This is an optimization exercise on Yosys and OpenROAD, whose aim is small area, not a production implementation. Function was checked by simulation only, so behaviour that the tests miss may differ from the original. Power is estimated from default activity; no workload was simulated.

// driver
module driver(
input clk,
input [31:0] instruction,
input [1:0] core_sel,
input reset,
input [31:0] input_output_write_data,
input [31:0] output_addr_data,
input pc_ready,
output reg output_write_data_pass,
output reg output_addr_data_pass,
output reg [15:0] output_mem_addr,
output reg [31:0] output_mem_wdata,
output reg [3:0] output_wstrb,
output reg pc_valid,
output reg pc_instr,
input [15:0] mem_addr,
input [31:0] mem_wdata,
input [3:0] wstrb,
input mem_instr,
input mem_valid,
output reg [31:0] mem_rdata,
output reg mem_ready,
output reg chip_reset,
output [1:0] chip_core
);
Size: about 1000 cells after synthesis, ~230 flip-flops, ~250 I/O pins, about 8000 um^2 of cells after synthesis.
==> flow/config.mk <==
export PLATFORM = sky130hd
export DESIGN_NAME = driver
export DESIGN_NICKNAME = driver
export VERILOG_FILES = /design/flow/design.v
export SDC_FILE = /design/flow/constraint.sdc
export NUM_CORES = 4
export LEC_CHECK = 0
export ABC_AREA = 1
export CAP_MARGIN = 20
export CORE_MARGIN = 2
export CORE_UTILIZATION = 40
export CTS_BUF_LIST = sky130_fd_sc_hd__clkbuf_4 sky130_fd_sc_hd__clkbuf_8
export SLEW_MARGIN = 20
==> flow/constraint.sdc <==
create_clock -name core_clock -period 4.0 [get_ports {clk}]
set_input_delay 0.8000 -clock core_clock [delete_from_list [all_inputs] [get_ports {clk}]]
set_output_delay 0.8000 -clock core_clock [all_outputs]
set_load 0.01 [all_outputs]
run.sh (not shown) runs the stock make flow with config.mk's settings and CLKGATE_MAP_FILE= SYNTH_SCRIPT=/design/flow/synth_recipe.tcl, a recipe that flattens the netlist after the stock synthesis.
The starting point went through all stages and came out clean.
Next try:
==> flow/flow/run.sh (new file) <==
#!/bin/bash
set -euo pipefail
cd "$(dirname "$0")/.."
export BUFFER_PORTS_ARGS="-buffer_cell sky130_fd_sc_hd__buf_1"
export CTS_ARGS="-sink_clustering_enable -repair_clock_nets -dont_use_dummy_load -buf_list sky130_fd_sc_hd__clkbuf_8 -sink_clustering_size 20 -sink_clustering_max_diameter 60"
bash standard.sh finish > standard_flow.log 2>&1
==> flow/standard.sh (new file) <==
#!/bin/bash
# synth_recipe.tcl (not shown) runs the flow's synth.tcl, then flattens the netlist and writes it again
# the make line also repeats each setting of config.mk as NAME=value (left out here)
make -C /OpenROAD-flow-scripts/flow DESIGN_CONFIG=/design/flow/config.mk WORK_HOME=/design/flow/orfs CLKGATE_MAP_FILE= SYNTH_SCRIPT=/design/flow/synth_recipe.tcl "${@:-finish}"
Settings changed: ABC_AREA 1 to not set, CORE_UTILIZATION 40 to 70, CTS_BUF_LIST sky130_fd_sc_hd__clkbuf_4 sky130_fd_sc_hd__clkbuf_8 to not set.
removed: flow/run.sh
Utilization rose by 25 points.
Flip-flop and latch count is unchanged.
Register-to-register slack degrades by 0.27 ns.
Count of clock-buffer cells in the layout drops by 46.
Worst setup slack is worse by 0.084 ns.
Next try:
==> flow/run.sh (new file) <==
#!/bin/bash
# synth_recipe.tcl (not shown) runs the flow's synth.tcl, then flattens the netlist and writes it again
# the make line also repeats each setting of config.mk as NAME=value (left out here)
make -C /OpenROAD-flow-scripts/flow DESIGN_CONFIG=/design/flow/config.mk WORK_HOME=/design/flow/orfs CLKGATE_MAP_FILE= SYNTH_SCRIPT=/design/flow/synth_recipe.tcl finish
Settings changed: CORE_UTILIZATION 70 to 40.
removed: flow/flow/run.sh
removed: flow/standard.sh
Outcome:
- routed wire length goes up by 13%
- synthesized cell count stays the same
- power goes up by 29%
- non-clock buffer count goes up by 1
- clock skew goes down by 0.021 ns
- first-iteration DRC count goes down by 18%
- fmax goes up by 4.6%
- global-route usage goes down by 10 points
Next try:
==> flow/flow/run.sh (new file) <==
#!/bin/bash
set -euo pipefail
cd "$(dirname "$0")/.."
export BUFFER_PORTS_ARGS="-buffer_cell sky130_fd_sc_hd__buf_1"
bash standard.sh finish > standard_flow.log 2>&1
==> flow/standard.sh (new file) <==
#!/bin/bash
# synth_recipe.tcl (not shown) runs the flow's synth.tcl, then flattens the netlist and writes it again
# the make line also repeats each setting of config.mk as NAME=value (left out here)
make -C /OpenROAD-flow-scripts/flow DESIGN_CONFIG=/design/flow/config.mk WORK_HOME=/design/flow/orfs CLKGATE_MAP_FILE= SYNTH_SCRIPT=/design/flow/synth_recipe.tcl "${@:-finish}"
Settings changed: CORE_UTILIZATION 40 to 70, CTS_BUF_LIST set to sky130_fd_sc_hd__clkbuf_8, CTS_CLUSTER_DIAMETER set to 60, CTS_CLUSTER_SIZE set to 20.
removed: flow/run.sh
Setup slack gets worse by 0.087 ns.
Hold slack gets better by 0.015 ns.
Routed wire length came out lower by roughly a tenth.
First-iteration DRC count went up by a few percent.
Synthesized cell count does not change.
Total power came out lower by about a fifth.
Count of clock-buffer cells in the layout is lower by 24.
Design area is lower by about a fifth.
Combinational power fell by about a fifth.
Next try:
==> flow/run.sh (new file) <==
#!/bin/bash
# synth_recipe.tcl (not shown) runs the flow's synth.tcl, then flattens the netlist and writes it again
# the make line also repeats each setting of config.mk as NAME=value (left out here)
make -C /OpenROAD-flow-scripts/flow DESIGN_CONFIG=/design/flow/config.mk WORK_HOME=/design/flow/orfs CLKGATE_MAP_FILE= SYNTH_SCRIPT=/design/flow/synth_recipe.tcl finish
Settings changed: CORE_UTILIZATION 70 to 40.
removed: flow/flow/run.sh
removed: flow/standard.sh
First-iteration DRC count drops by a quarter to a third.
Final area climbs by about a fifth.
Power climbs by a little under a tenth.
Via count drops slightly.
Synthesized area does not change.
Worst setup slack is better by 0.042 ns.
Core utilization drops by 26 points.

---

driver, a different RTL version from the one above (not shown whole).
Size in the first run: about 590 cells after synthesis, roughly 230 flip-flops, ~250 I/O pins.
clock: 4.0 ns
lec_check: 0
cap_margin: 20
core_margin: 2
core_utilization: 80
slew_margin: 20
standard.sh (not shown) runs the stock make flow with config.mk's settings and CLKGATE_MAP_FILE= SYNTH_SCRIPT=/design/flow/synth_recipe.tcl, a recipe that flattens the netlist after the stock synthesis.
==> flow/flow/run.sh <==
#!/bin/bash
set -euo pipefail
cd "$(dirname "$0")/.."
export BUFFER_PORTS_ARGS="-buffer_cell sky130_fd_sc_hd__buf_1"
export CTS_ARGS="-sink_clustering_enable -repair_clock_nets -dont_use_dummy_load -buf_list sky130_fd_sc_hd__clkbuf_8 -root_buf sky130_fd_sc_hd__clkbuf_4 -tree_buf sky130_fd_sc_hd__clkbuf_4 -sink_clustering_buffer sky130_fd_sc_hd__clkbuf_8 -sink_clustering_size 20 -sink_clustering_max_diameter 60"
bash standard.sh finish > standard_flow.log 2>&1
The baseline completed without violations.
Change:
==> flow/flow/run.sh (replaced) <==
#!/bin/bash
set -euo pipefail
cd "$(dirname "$0")/.."
export BUFFER_PORTS_ARGS="-buffer_cell sky130_fd_sc_hd__buf_1"
export CTS_ARGS="-sink_clustering_enable -repair_clock_nets -dont_use_dummy_load -buf_list sky130_fd_sc_hd__clkbuf_8 -sink_clustering_size 20 -sink_clustering_max_diameter 60"
bash standard.sh finish > standard_flow.log 2>&1
Settings changed: CORE_UTILIZATION 80 to 88.
The changed run ended with an error in 3_3_place_gp.
Synthesized cell count stays the same.
Synthesized area is unchanged.
Change:
Settings changed: CORE_UTILIZATION 88 to 80.
With this change the flow went through all stages and came out clean.
Synthesized area stays the same.
Synthesized cell count is unchanged.

## afterwards: timing with drivers on the ports
In the flow no input, the clock included, has a driving cell. The finished layouts below were timed again as built, in two steps. Step 1: set_driving_cell puts a clkbuf_16 on clk and a buf_2 on each other input, an assumption about the parent block. Step 2 times the ports against the registers' clock, not the clock port: input delays grow and output delays shrink by t, the midpoint of the rising clock arrivals with the driver on. Slacks: no drivers / after step 1 / after step 2; pairs: no drivers / after step 1.
run	t, ns	slack for setup (ns)	hold slack, ns	worst setup path at the end	slew at the worst register clock pin (ns)
the first run of note 1	0.546	1.740 / 1.698 / 1.925	0.402 / 0.402 / 0.402	register to register	0.06 / 0.06
the second run of note 1	0.504	1.656 / 1.656 / 1.656	0.445 / 0.445 / 0.445	register to register	0.12 / 0.12
the third run of note 1	0.541	1.758 / 1.716 / 1.966	0.441 / 0.441 / 0.441	input to register	0.06 / 0.06
the fourth run of note 1	0.516	1.672 / 1.672 / 1.672	0.456 / 0.456 / 0.456	register to register	0.12 / 0.12
the fifth run of note 1	0.544	1.713 / 1.670 / 1.933	0.451 / 0.451 / 0.451	register to register	0.12 / 0.12
the first run of note 2	0.592	2.006 / 1.974 / 2.039	0.407 / 0.411 / 0.411	register to register	0.12 / 0.12
the third run of note 2	0.518	1.960 / 1.960 / 1.960	0.403 / 0.403 / 0.403	register to register	0.12 / 0.12
After both steps setup and hold are still met in every run listed.
